From an optimization exercise on the open Yosys and OpenROAD flow, aimed at small area; shortcuts taken in it are not production practice.
Function was checked by simulation only, so behaviour that the tests miss may differ from the original.

==> flow/design.v (outline; a module is shown in full before it is edited, if it fits) <==
// module ff25: 14 lines
// module delay2: 15 lines
// module delay3: 20 lines
// module delay4: 25 lines
// module delay5: 30 lines
// module delay6: 35 lines
// module delay7: 40 lines
// module IDCT_test1: 47 lines
// module IDCT_test2: 45 lines
// module IDCT_test3: 45 lines
// module IDCT_test4: 37 lines
// module IDCT_test5: 47 lines
// module IDCT_test6: 45 lines
// module IDCT_test7: 45 lines
// module IDCT_test8: 37 lines
// module IDCT_whole: 108 lines
// module IDCT_test8_1: 100 lines
// module IDCT_test8_2: 100 lines
// module IDCT_test8_3: 100 lines
// module IDCT_test8_4: 100 lines
// module IDCT_test8_5: 100 lines
// module IDCT_test8_6: 100 lines
// module IDCT_test8_7: 100 lines
// module IDCT_test8_8: 58 lines
// module IDCT8_whole: 282 lines
// module IDCT_all: 265 lines
module IDCT_all( seq_in, mode, clk, reset,
                    seq_out_4,seq_out_8);
  // ...
==> flow/run.sh <==
#!/bin/bash
# synth_recipe.tcl (not shown) runs the flow's synth.tcl, then flattens the netlist and writes it again
# the make line also repeats each setting of config.mk as NAME=value (left out here)
make -C /OpenROAD-flow-scripts/flow DESIGN_CONFIG=/design/flow/config.mk WORK_HOME=/design/flow/orfs CLKGATE_MAP_FILE= SYNTH_SCRIPT=/design/flow/synth_recipe.tcl finish
==> flow/config.mk <==
export PLATFORM = sky130hd
export DESIGN_NAME = IDCT_all
export DESIGN_NICKNAME = IDCT_all
export VERILOG_FILES = /design/flow/design.v
export SDC_FILE = /design/flow/constraint.sdc
export NUM_CORES = 8
export LEC_CHECK = 0
export CAP_MARGIN = 20
export CORE_MARGIN = 2
export CORE_UTILIZATION = 45
export SLEW_MARGIN = 20
==> flow/constraint.sdc <==
create_clock -name core_clock -period 10.0 [get_ports {clk}]
set_input_delay 2.0000 -clock core_clock [delete_from_list [all_inputs] [get_ports {clk}]]
set_output_delay 2.0000 -clock core_clock [all_outputs]
set_load 0.01 [all_outputs]
==> flow_summary.toml, run 1 <==
[grt]
overflow = 0
antenna_found_initial = 112
use_met2 = 0.390
grt_max_degree = 270

[timing]
fin_crit_sh = 0.869
fmax_ghz = 0.115
holdWs_ps = 320
clock_skew_ps = 141
min_period_ps = 8690

[route]
drcViolationCount = 0
first_pass_iters = 6
via_per_inst = 5.15
vias = 456404

[logic_synthesis]
synth_top_family_by_area = "adder cells"
synthFlopType = "dfxtp_1"
synth_compound_area_frac = 0.0710
synth_edf_count = 3394
yosys-top-cells-count = "ha_1, dfxtp_1, inv_1, nor2_1, fa_1"
synthSimpleGateAreaFrac = 0.114
synth_area_per_cell_um2 = 10.9

[cells_and_area]
reg_top3 = "buffer_in_8 (1504), buffer_out_8 (1280), buffer_in_4 (352)"
multi_input_area_share = 0.541
inverters = 7365

[cts]
cts_buffer_depth = 6
post_cts_buffers = 0
cts_hold_buf = 0

[place]
dpl_worst_slack_ps = 1430

[critical_path]
reg2reg_to = "module1.module21.d_out[17]"
start_kind = "flop"

[run_status]
status = "timing/DRC/antenna clean"

[die]
io-pin-count = 78
die_h_mm = 1.27

[worst_hold_path]
hp-class = "reg -> reg"
==> module IDCT_all, before the edit <==
module IDCT_all( seq_in, mode, clk, reset,
                    seq_out_4,seq_out_8);
input signed [24:0] seq_in;
input mode;
input clk;
input reset;
output signed  [24:0] seq_out_4;
output signed  [24:0] seq_out_8;
wire rst4;
wire rst8;
wire r4;
wire r8;
reg signed [24:0] buffer_in_8 [63:0];
reg signed [24:0] buffer_out_8 [63:0];
reg signed [24:0] buffer_in_4 [15:0];
reg signed [24:0] buffer_out_4 [15:0];
reg signed [24:0] out_tmp_4;
reg signed [24:0] out_tmp_8;
reg signed [9:0]  count_in_4_sql;
reg signed [9:0]  count_in_8_sql;
reg signed [9:0]  count_in_4_pal;
reg signed [9:0]  count_in_8_pal;
reg signed [1:0] count_in;
reg signed [9:0] count_out_4_sql;
reg signed [9:0] count_out_8_sql;
reg signed [9:0] count_out_8_pal;
reg signed [9:0] count_out_4_pal;
wire signed [24:0] out8[7:0];
wire signed [24:0] out4[3:0];
always @ ( posedge clk ) begin
	if(!reset) begin
		if( count_in_8_sql >= 0 && count_in_8_sql < 64 ) begin
			buffer_in_8[ count_in_8_sql ] <= seq_in;
		end
	end
end
always @ ( posedge clk ) begin
	if(!reset) begin
		if( count_in_4_sql >= 0 && count_in_4_sql < 16 ) begin
			buffer_in_4[ count_in_4_sql ] <= seq_in;
		end
	end
end
always @ ( posedge clk ) begin
	if(!reset) begin
		if(count_out_8_pal >= 0 && count_out_8_pal < 8) begin
			buffer_out_8[count_out_8_pal*8+0] <= out8[0];
			buffer_out_8[count_out_8_pal*8+1] <= out8[1];
			buffer_out_8[count_out_8_pal*8+2] <= out8[2];
			buffer_out_8[count_out_8_pal*8+3] <= out8[3];
			buffer_out_8[count_out_8_pal*8+4] <= out8[4];
			buffer_out_8[count_out_8_pal*8+5] <= out8[5];
			buffer_out_8[count_out_8_pal*8+6] <= out8[6];
			buffer_out_8[count_out_8_pal*8+7] <= out8[7];
		end
	end
end
always @ ( posedge clk ) begin
	if(!reset) begin
		if(count_out_4_pal >=0 && count_out_4_pal < 4) begin
			buffer_out_4[count_out_4_pal*4+0] <= out4[0];
			buffer_out_4[count_out_4_pal*4+1] <= out4[1];
			buffer_out_4[count_out_4_pal*4+2] <= out4[2];
			buffer_out_4[count_out_4_pal*4+3] <= out4[3];
		end
	end
end
always @ ( posedge clk ) begin
	if(reset) begin
        count_in_4_pal  <= -1;
	end
	else if(count_in_4_sql == 15) begin
		count_in_4_pal <= 0;
	end
	else if(count_in_4_pal == 3) begin
		count_in_4_pal <= -1;
	end
	else if(count_in_4_pal == -1) begin
		count_in_4_pal <= count_in_4_pal + 0;
	end
	else begin
		count_in_4_pal <= count_in_4_pal + 1;
	end
end
always @ ( posedge clk ) begin
	if(reset) begin
        count_in_8_pal  <= -1;
	end
	else if(count_in_8_sql == 63) begin
		count_in_8_pal <= 0;
	end
	else if(count_in_8_pal == 7) begin
		count_in_8_pal <= -1;
	end
	else if(count_in_8_pal == -1) begin 
		count_in_8_pal <= count_in_8_pal + 0;
	end
	else begin
		count_in_8_pal <= count_in_8_pal + 1;
	end
end
always @ ( posedge clk ) begin
	if(reset) begin
        count_in_8_sql  <= -1;
	end
	else if(count_in == 0 && mode == 1) begin
		count_in_8_sql <= 0;
	end
	else if(count_in_8_sql == 63) begin
		count_in_8_sql <= -1;
	end
	else if(count_in_8_sql == -1) begin 
		count_in_8_sql <= count_in_8_sql + 0;
	end
	else begin
		count_in_8_sql <= count_in_8_sql + 1;
	end
end
always @ ( posedge clk ) begin
	if(reset) begin
		count_in_4_sql  <= -1;
	end
	else if(count_in == 2'b00 && mode==0 ) begin
		count_in_4_sql <= 10'd0;
	end
	else if(count_in_4_sql == 15) begin
		count_in_4_sql <= -1;
	end
	else if(count_in_4_sql == -1) begin
		count_in_4_sql <= count_in_4_sql + 0;
	end
	else begin
		count_in_4_sql <= count_in_4_sql + 1;
	end
end
always @ ( posedge clk ) begin
	if(reset) begin
        count_out_8_sql <= -1;
	end
	else if(count_out_8_sql == 63) begin
		count_out_8_sql <= -1;
	end
	else if(count_out_8_pal == 0) begin
		count_out_8_sql <= 0;
	end
	else if(count_out_8_sql == -1) begin
		count_out_8_sql <= count_out_8_sql + 0;
	end
	else begin
		count_out_8_sql <= count_out_8_sql + 1;
	end
end
always @ ( posedge clk ) begin
	if(reset) begin
        count_out_4_sql <= -1;
	end
	else if(count_out_4_sql == 15) begin
		count_out_4_sql <= -1;
	end
	else if(count_out_4_pal == 0) begin
		count_out_4_sql <= 0;
	end
	else if(count_out_4_sql == -1) begin
		count_out_4_sql <= count_out_4_sql + 0;
	end	
	else begin
		count_out_4_sql <= count_out_4_sql + 1;
	end
end
always @ ( posedge clk ) begin
	if(reset) begin
        count_out_8_pal <= -24;
	end
	else if(count_out_8_pal == 7) begin
		count_out_8_pal <= -24;
	end
	else if(count_in_8_sql == 63) begin
		count_out_8_pal <= -23;
	end
	else if(count_out_8_pal == -24) begin
		count_out_8_pal <= count_out_8_pal + 0;
	end
	else begin
		count_out_8_pal <= count_out_8_pal + 1;
	end
end
always @ ( posedge clk ) begin
	if(reset) begin
        count_out_4_pal <= -12;
	end
	else if(count_out_4_pal == 3) begin
		count_out_4_pal <= -12;
	end
	else if(count_in_4_sql == 15) begin
		count_out_4_pal <= -11;
	end
	else if(count_out_4_pal == -12) begin
		count_out_4_pal <= count_out_4_pal + 0;
	end
	else begin
		count_out_4_pal <= count_out_4_pal + 1;
	end
end
always @ ( posedge clk ) begin
	if(reset) begin
        count_in <= 2'b00;
	end
	else if(count_in==2'b00) begin
		count_in <= 2'b01;
	end
	else if(count_in == 2'b11) begin
		count_in <= 2'b00;
	end
	else if(count_in_8_sql==62 || count_in_4_sql==14) begin
		count_in <= 2'b11;
	end
	else if(count_in == 2'b01) begin
		count_in <= count_in + 0;
	end
end
always @ ( posedge clk ) begin
	if(count_out_8_sql >= 0 && count_out_8_sql < 64) begin
		out_tmp_8 <= buffer_out_8[count_out_8_sql] ;
	end
end
always @ ( posedge clk ) begin
	if(count_out_4_sql >= 0 && count_out_4_sql < 16) begin
		out_tmp_4 <= buffer_out_4[count_out_4_sql] ;
	end
end
assign  r8 = (reset || (count_in_8_sql==62))?1:0;
assign rst8 = r8 | reset;
assign r4 = (reset || (count_in_4_sql==14))?1:0;
assign rst4 = r4 | reset;
assign seq_out_8 = out_tmp_8;
assign seq_out_4 = out_tmp_4;
	IDCT8_whole module1(.data_in_1_ori(buffer_in_8[count_in_8_pal*8+0]),
       .data_in_2_ori(buffer_in_8[count_in_8_pal*8+1]),
       .data_in_3_ori(buffer_in_8[count_in_8_pal*8+2]),
       .data_in_4_ori(buffer_in_8[count_in_8_pal*8+3]),
       .data_in_5_ori(buffer_in_8[count_in_8_pal*8+4]),
       .data_in_6_ori(buffer_in_8[count_in_8_pal*8+5]),
       .data_in_7_ori(buffer_in_8[count_in_8_pal*8+6]),
       .data_in_8_ori(buffer_in_8[count_in_8_pal*8+7]),
       .reset(rst8),
       .clk(clk),
       .data_out_1_fin(out8[0]),
       .data_out_2_fin(out8[1]),
       .data_out_3_fin(out8[2]),
       .data_out_4_fin(out8[3]),
       .data_out_5_fin(out8[4]),
       .data_out_6_fin(out8[5]),
       .data_out_7_fin(out8[6]),
       .data_out_8_fin(out8[7]));
	IDCT_whole module2(.d_in_1_ori(buffer_in_4[count_in_4_pal*4]),
       .d_in_2_ori(buffer_in_4[count_in_4_pal*4+1]),
       .d_in_3_ori(buffer_in_4[count_in_4_pal*4+2]),
       .d_in_4_ori(buffer_in_4[count_in_4_pal*4+3]),
       .reset(rst4),
       .clk(clk),
       .d_out_5_fin(out4[0]),
       .d_out_6_fin(out4[1]),
       .d_out_7_fin(out4[2]),
       .d_out_8_fin(out4[3]));
endmodule
==> run 2: changes to the inputs <==
==> flow/design.v (replaced) <==
module IDCT_all(seq_in, mode, clk, reset, seq_out_4, seq_out_8);
input  signed [24:0] seq_in;
input                mode;
input                clk;
input                reset;
output signed [24:0] seq_out_4;
output signed [24:0] seq_out_8;
reg       act;         
reg       m8;          
reg [5:0] cnt;         
always @(posedge clk) begin
    if (reset)
        act <= 1'b0;
    else if (!act)
        act <= 1'b1;
    else if (cnt == (m8 ? 6'd63 : 6'd15))
        act <= 1'b0;
    if (!act) begin
        m8  <= mode;
        cnt <= 6'd0;
    end else
        cnt <= cnt + 6'd1;
end
reg signed [15:0] xr;
reg               xv;
reg               xm;
reg [5:0]         xi;
always @(posedge clk) begin
    xr <= seq_in[15:0];
    xi <= cnt;
    xm <= m8;
    xv <= act & ~reset;
end
wire [2:0] c1     = xm ? xi[2:0] : {xi[1:0], 1'b0};
wire       first1 = xm ? (xi[2:0] == 3'd0) : (xi[1:0] == 2'd0);
wire [8*23-1:0] acc1;
idct_mac #(.AW(23), .N(8), .RND(64)) pass1 (
    .clk(clk), .x(xr), .c(c1), .first(first1), .acc(acc1));
wire [15:0] y0 = acc1[0*23+7 +: 16];
wire [15:0] y1 = acc1[1*23+7 +: 16];
wire [15:0] y2 = acc1[2*23+7 +: 16];
wire [15:0] y3 = acc1[3*23+7 +: 16];
wire [15:0] y4 = acc1[4*23+7 +: 16];
wire [15:0] y5 = acc1[5*23+7 +: 16];
wire [15:0] y6 = acc1[6*23+7 +: 16];
wire [15:0] y7 = acc1[7*23+7 +: 16];
reg rd;      
reg rdm;     
always @(posedge clk) begin
    rd  <= xv & (xm ? (xi[2:0] == 3'd7) : (xi[1:0] == 2'd3));
    rdm <= xm;
end
reg [15:0] ys1, ys2, ys3, ys4, ys5, ys6, ys7;
wire ld8 = rd &  rdm;
wire ld4 = rd & ~rdm;
always @(posedge clk) begin
    ys1 <= ld8 ? y1 : ys2;
    ys2 <= ld8 ? y2 : ys3;
    ys3 <= ld8 ? y3 : ld4 ? y0 : ys4;
    ys4 <= ld8 ? y4 : ld4 ? y1 : ys5;
    ys5 <= ld8 ? y5 : ld4 ? y2 : ys6;
    ys6 <= ld8 ? y6 : ld4 ? y3 : ys7;
    ys7 <= y7;
end
wire [15:0] ystr = ld8 ? y0 : ys1;
reg       s8v;
reg [5:0] s8p;
reg       s4v;
reg [3:0] s4p;
always @(posedge clk) begin
    if (reset)
        s8v <= 1'b0;
    else if (xv & xm & (xi == 6'd7))
        s8v <= 1'b1;
    else if (s8p == 6'd63)
        s8v <= 1'b0;
    if (xv & xm & (xi == 6'd7))
        s8p <= 6'd0;
    else
        s8p <= s8p + 6'd1;
    if (reset)
        s4v <= 1'b0;
    else if (xv & ~xm & (xi == 6'd6))
        s4v <= 1'b1;
    else if (s4p == 4'd15)
        s4v <= 1'b0;
    if (xv & ~xm & (xi == 6'd6))
        s4p <= 4'd0;
    else
        s4p <= s4p + 4'd1;
end
wire [15:0] ta, tb, tc;
wire        pav, pbv, pcv;
wire [5:0]  pa, pb, pc;
idct_swap #(.W(16), .PW(6), .D(7),  .I(0), .J(3)) sw8a (
    .clk(clk), .reset(reset), .din(ystr), .piv(s8v), .pin(s8p), .dout(ta), .pov(pav), .pout(pa));
idct_swap #(.W(16), .PW(6), .D(14), .I(1), .J(4)) sw8b (
    .clk(clk), .reset(reset), .din(ta), .piv(pav), .pin(pa), .dout(tb), .pov(pbv), .pout(pb));
idct_swap #(.W(16), .PW(6), .D(28), .I(2), .J(5)) sw8c (
    .clk(clk), .reset(reset), .din(tb), .piv(pbv), .pin(pb), .dout(tc), .pov(pcv), .pout(pc));
wire [8*25-1:0] acc2;
idct_mac #(.AW(25), .N(8), .RND(2048)) pass2 (
    .clk(clk), .x(tc), .c(pc[2:0]), .first(pc[2:0] == 3'd0), .acc(acc2));
reg cd8;
always @(posedge clk) cd8 <= pcv & (pc[2:0] == 3'd7);
reg [12:0] z8 [0:29];
integer n8;
always @(posedge clk) begin
    for (n8 = 0; n8 < 22; n8 = n8 + 1)
        z8[n8] <= z8[n8+1];
    for (n8 = 22; n8 < 29; n8 = n8 + 1)
        z8[n8] <= cd8 ? acc2[(n8-22)*25+12 +: 13] : z8[n8+1];
    z8[29] <= acc2[7*25+12 +: 13];
end
assign seq_out_8 = {{12{z8[0][12]}}, z8[0]};
wire [15:0] ua, ub;
wire        qav, qbv;
wire [3:0]  qa, qb;
idct_swap #(.W(16), .PW(4), .D(3), .I(0), .J(2)) sw4a (
    .clk(clk), .reset(reset), .din(ys1), .piv(s4v), .pin(s4p), .dout(ua), .pov(qav), .pout(qa));
idct_swap #(.W(16), .PW(4), .D(6), .I(1), .J(3)) sw4b (
    .clk(clk), .reset(reset), .din(ua), .piv(qav), .pin(qa), .dout(ub), .pov(qbv), .pout(qb));
wire [4*24-1:0] acc4;
idct_mac #(.AW(24), .N(4), .RND(2048)) pass4 (
    .clk(clk), .x(ub), .c({qb[1:0], 1'b0}), .first(qb[1:0] == 2'd0), .acc(acc4));
reg cd4;
always @(posedge clk) cd4 <= qbv & (qb[1:0] == 2'd3);
reg [11:0] z4 [0:10];
integer n4;
always @(posedge clk) begin
    for (n4 = 0; n4 < 7; n4 = n4 + 1)
        z4[n4] <= z4[n4+1];
    for (n4 = 7; n4 < 10; n4 = n4 + 1)
        z4[n4] <= cd4 ? acc4[(n4-7)*24+12 +: 12] : z4[n4+1];
    z4[10] <= acc4[3*24+12 +: 12];
end
assign seq_out_4 = {{13{z4[0][11]}}, z4[0]};
endmodule
module idct_mac #(parameter AW = 23, parameter N = 8, parameter RND = 64) (
    input                  clk,
    input  signed [15:0]   x,
    input         [2:0]    c,
    input                  first,
    output     [N*AW-1:0]  acc);
wire signed [AW-1:0] X   = x;
wire signed [AW-1:0] m64 = X <<< 6;
wire signed [AW-1:0] m9  = (X <<< 3) + X;
wire signed [AW-1:0] m5  = (X <<< 2) + X;
wire signed [AW-1:0] m89 = (m5 <<< 4) + m9;
wire signed [AW-1:0] m75 = (m5 <<< 4) - m5;
wire signed [AW-1:0] m25 = (X <<< 4) + m9;
wire signed [AW-1:0] m50 = m25 <<< 1;
wire signed [AW-1:0] m83 = m75 + (X <<< 3);
wire signed [AW-1:0] m36 = m9 <<< 2;
wire signed [AW-1:0] m18 = m9 <<< 1;
reg  [AW-1:0] mag [0:3];
reg  [3:0]    neg;
always @* begin
    case (c)
    3'd0: begin mag[0] = m64; mag[1] = m64; mag[2] = m64; mag[3] = m64; neg = 4'b0000; end
    3'd1: begin mag[0] = m89; mag[1] = m75; mag[2] = m50; mag[3] = m18; neg = 4'b0000; end
    3'd2: begin mag[0] = m83; mag[1] = m36; mag[2] = m36; mag[3] = m83; neg = 4'b1100; end
    3'd3: begin mag[0] = m75; mag[1] = m18; mag[2] = m89; mag[3] = m50; neg = 4'b1110; end
    3'd4: begin mag[0] = m64; mag[1] = m64; mag[2] = m64; mag[3] = m64; neg = 4'b0110; end
    3'd5: begin mag[0] = m50; mag[1] = m89; mag[2] = m18; mag[3] = m75; neg = 4'b0010; end
    3'd6: begin mag[0] = m36; mag[1] = m83; mag[2] = m83; mag[3] = m36; neg = 4'b1010; end
    default: begin mag[0] = m18; mag[1] = m50; mag[2] = m75; mag[3] = m89; neg = 4'b1010; end
    endcase
end
reg [AW-1:0] a [0:N-1];
genvar k;
generate
    for (k = 0; k < 4; k = k + 1) begin : lo
        wire [AW-1:0] base = first ? RND[AW-1:0] : a[k];
        always @(posedge clk)
            a[k] <= base + (mag[k] ^ {AW{neg[k]}}) + {{(AW-1){1'b0}}, neg[k]};
        assign acc[k*AW +: AW] = a[k];
    end
    if (N == 8) begin : hi
        for (k = 0; k < 4; k = k + 1) begin : h
            wire          ng   = neg[k] ^ c[0];
            wire [AW-1:0] base = first ? RND[AW-1:0] : a[7-k];
            always @(posedge clk)
                a[7-k] <= base + (mag[k] ^ {AW{ng}}) + {{(AW-1){1'b0}}, ng};
            assign acc[(7-k)*AW +: AW] = a[7-k];
        end
    end
endgenerate
endmodule
module idct_swap #(parameter W = 16, parameter PW = 6, parameter D = 7,
                   parameter I = 0, parameter J = 3) (
    input               clk,
    input               reset,
    input  [W-1:0]      din,
    input               piv,
    input  [PW-1:0]     pin,
    output [W-1:0]      dout,
    output reg          pov,
    output reg [PW-1:0] pout);
reg  [W-1:0] line [0:D-1];
wire         sel = piv & ~pin[I] & pin[J];
integer n;
always @(posedge clk) begin
    line[0] <= sel ? line[D-1] : din;
    for (n = 1; n < D; n = n + 1)
        line[n] <= line[n-1];
end
assign dout = sel ? din : line[D-1];
always @(posedge clk) begin
    if (reset)
        pov <= 1'b0;
    else if (piv & (pin == D - 1))
        pov <= 1'b1;
    else if (pout == {PW{1'b1}})
        pov <= 1'b0;
    if (piv & (pin == D - 1))
        pout <= {PW{1'b0}};
    else
        pout <= pout + 1'b1;
end
endmodule
==> run 2 against run 1 <==
  * Still clean
  * Worst hold slack got worse by 55 ps
  * Clock-buffer cell count fell by 1433
  * Worst setup slack got worse by 800 ps
  * Sequential share of layout area rose by 5.8 points
  * Maximum frequency fell by 8.5%
  * Non-clock buffer count fell by 198
  * Synthesized cell count fell by 85%
  * Final cell count fell by 85%
  * Critical endpoint is now pass2.a[0][24]
  * Largest cell class unchanged
  * Highest routed layer is now met4
==> flow_summary.toml, run 2 <==
[worst_hold_path]
hp-class = "reg -> reg"
hp-start = "sw8c.line[26][1]"

[critical_path]
start_kind = "flop"
max_stage_delay_ps = 590
cp.required_ps = 10760
critical_path.max_fanout = 12
critPathCaptureType = "flop"
crit_arrival_ps = 10250
path_class = "reg -> reg"
crit_path_frequent_cell = "ha_1"
startpoint = "s8p[3]"
worstReg2RegStart = "s8p[3]"
slowest_stage = "a21oi_1"

[cts]
numCtsBuffers = 211
cts_tree = "done"
cts.clk_slew.worst_paths_ps = 70
cts_buffer_depth = 3
cts_sinks = 2121
clock_latency_ps = 880
cts_hold_buf = 0
cts_root_buf = "clkbuf_16"
cts_max_level = 4

[die]
core_um2 = 215000
die_x_um = 469
initial_utilization = 0.453
die_h_um = 469
rows = 170
io-pin-count = 78
die-area_um2 = 220000

[route]
wl_met2_mm = 106
first_pass_iters = 6
wl_per_cell_um = 18.5
m1WireLength_mm = 120
ant_nets = 0
highest_layer = "met4"
drcViolationCount = 0
drtIter0Drc = 5429
vias = 72266
via_per_inst = 5.42
wl_mm = 246
met3WireLength_mm = 13.8

[grt]
grt_pass1_wl_mm = 386
antenna_found_initial = 4
grt.total_usage = 0.220
overflow = 0
grt_pass1_vias = 70261
grt_max_degree = 91

[timing]
clock_skew_ps = 79.3
fmax_ghz = 0.105
min_period_ps = 9490
drv_slew = 0
setup_ws_ps = 508
setup-tns-final_ps = 0
setup_violations = 0
max-slew-margin-rel = 0.228
fin_crit_sh = 0.949
hold_viol_final = 0
tightestPinTransition_ps = 1150

[logic_synthesis]
synth_top_cell_area_share = 0.437
ys_top_cells_by_area = "dfxtp_1, ha_1, xnor2_1, a21oi_1, nor2_1"
yosys_register_bits = 2121
synth_edf_count = 1
synth_area_um2 = 97200
synthFlopType = "dfxtp_1"
synth.distinct_cells = 124
synth_most_common_cell = "dfxtp_1"
async_flop_share = 0
yosys-top-cells-count = "dfxtp_1, xnor2_1, nor2_1, ha_1, a21oi_1"
synth_nets = 10936
ys_seq_area_frac = 0.437
synth_area_per_cell_um2 = 9.60
syn-instance-count = 10125
yosysTopAreaCell = "dfxtp_1"
yosysWarnings = 22

[place]
port_buffers = 68
dpl_worst_slack_ps = 110
dp_hpwl_mm = 184
dp.cells = 12932
place_congestion = 0.928

[cells_and_area]
regMostFlops = "sw8c.line"
final_cell_mix = "dfxtp_1, xnor2_1, nor2_1"
reg_top3 = "sw8c.line (448), z8 (390), sw8b.line (224)"
fillCellCount = 19213
largest_reg_flops = 448
drive_gt1_frac = 0.0995
area_growth_pct = 13.3
final_common_cell = "dfxtp_1"
layout.cells.non_filler = 13341
fin_nets = 11129

[run_status]
status = "timing/DRC/antenna clean"

[flow_run]
drv_cap = 0
run 2: changes by cell type after synthesis, moves of 3501 or more:
cell	delta
and2_1	-3501
dfxtp_1	-5771
fa_1	-5233
ha_1	-9434
inv_1	-7036
nor2_1	-5031
run 2: area by class of cell:
cell class | instances | area, um^2 | share of cell area
Multi-Input combinational cell | 7289 | 52200 | 0.474
Tap cell | 2838 | 3550 | 0.0323
Antenna cell | 2 | 5.00 | 0.0000455
Clock buffer | 286 | 6030 | 0.0548
Inverter | 342 | 1290 | 0.0117
Clock inverter | 110 | 1650 | 0.0150
Sequential cell | 2121 | 42500 | 0.386
Timing Repair Buffer | 353 | 2850 | 0.0259
run 2: logic make-up (layout without fill, tap and decap cells):
group	after synthesis	after routing	synth area share
XOR/XNOR	1094	1094	0.0989
AND/OR/NAND/NOR	2670	2670	0.133
AO/OA/AOI/OAI	2438	2438	0.164
other	0	2	0
adder cells (fa/ha/maj)	789	789	0.104
multiplexers	298	298	0.0333
buffers and inverters	715	1091	0.0292
flip-flops	2121	2121	0.437
run 2: stage by stage:
| stage | util | hold WS [ps] | instance area (um^2) |
|---|---|---|---|
| 6_report | 0.513 | 265 | 110000 |
| 5_1_grt | 0.513 | 260 | 110000 |
| 4_1_cts | 0.511 | 255 | 110000 |
| 3_5_place_dp | 0.476 | 312 | 102000 |
| 3_3_place_gp | 0.476 | 310 | 102000 |
| 2_1_floorplan | - | 310 | 97200 |
run 2: worst paths after layout:
check / to / slack (ps) / depth (start not counted)
max: pass2.a[0][24] / 510 / 39
min: sw8c.line[27][1] / 260 / 0
max reg2reg: pass2.a[0][24] / 510 / 39
min reg2reg: sw8c.line[27][1] / 260 / 0
run 2: timing repair:
item	4_1_cts	5_1_grt
buffers inserted	0	11
resized for setup	0	41
hold endpoints to repair	0	0
endpoints found under the setup margin	0	38
run 2: worst max-delay path: cells and delay by family, from the launching register on:
kind | cells | cell delay (ps)
AO/OA/AOI/OAI | 22 | 5170
XOR/XNOR | 3 | 530
adder cells (fa/ha/maj) | 6 | 2020
buffers and inverters | 3 | 420
flip-flops | 1 | 410
AND/OR/NAND/NOR | 5 | 790
run 2: layer usage:
metal  global-route usage  vias to the layer above
met5                    0                        -
met4               0.0614                        0
met3               0.0334                      353
met2                0.343                     1866
met1                0.315                    34227
li1                     -                    35820

[separate check: timing with driven ports]
Ports are ideal in the flow. The routed layouts listed here were re-timed in OpenROAD. Step 1 (the two cells are an assumption about what drives the block):
set clk [get_ports {clk}]
set_driving_cell -lib_cell sky130_fd_sc_hd__clkbuf_16 $clk
set_driving_cell -lib_cell sky130_fd_sc_hd__buf_2 [delete_from_list [all_inputs] $clk]
Step 2 also shifts input and output timing later by t, the mid clock arrival at the registers, as if the neighbouring blocks saw the same clock. Three values: no drivers, after step 1, after step 2; two values: the first two.
run | t (ns) | setup WS [ns] | hold slack, ns | worst register clock-pin slew, ns
run 1 | 1.482 | 1.311 / 1.311 / 1.311 | 0.320 / 0.320 / 0.320 | 0.07 / 0.07
run 2 | 0.924 | 0.508 / 0.508 / 0.508 | 0.265 / 0.265 / 0.265 | 0.08 / 0.08
After both steps every run listed still meets setup and hold.
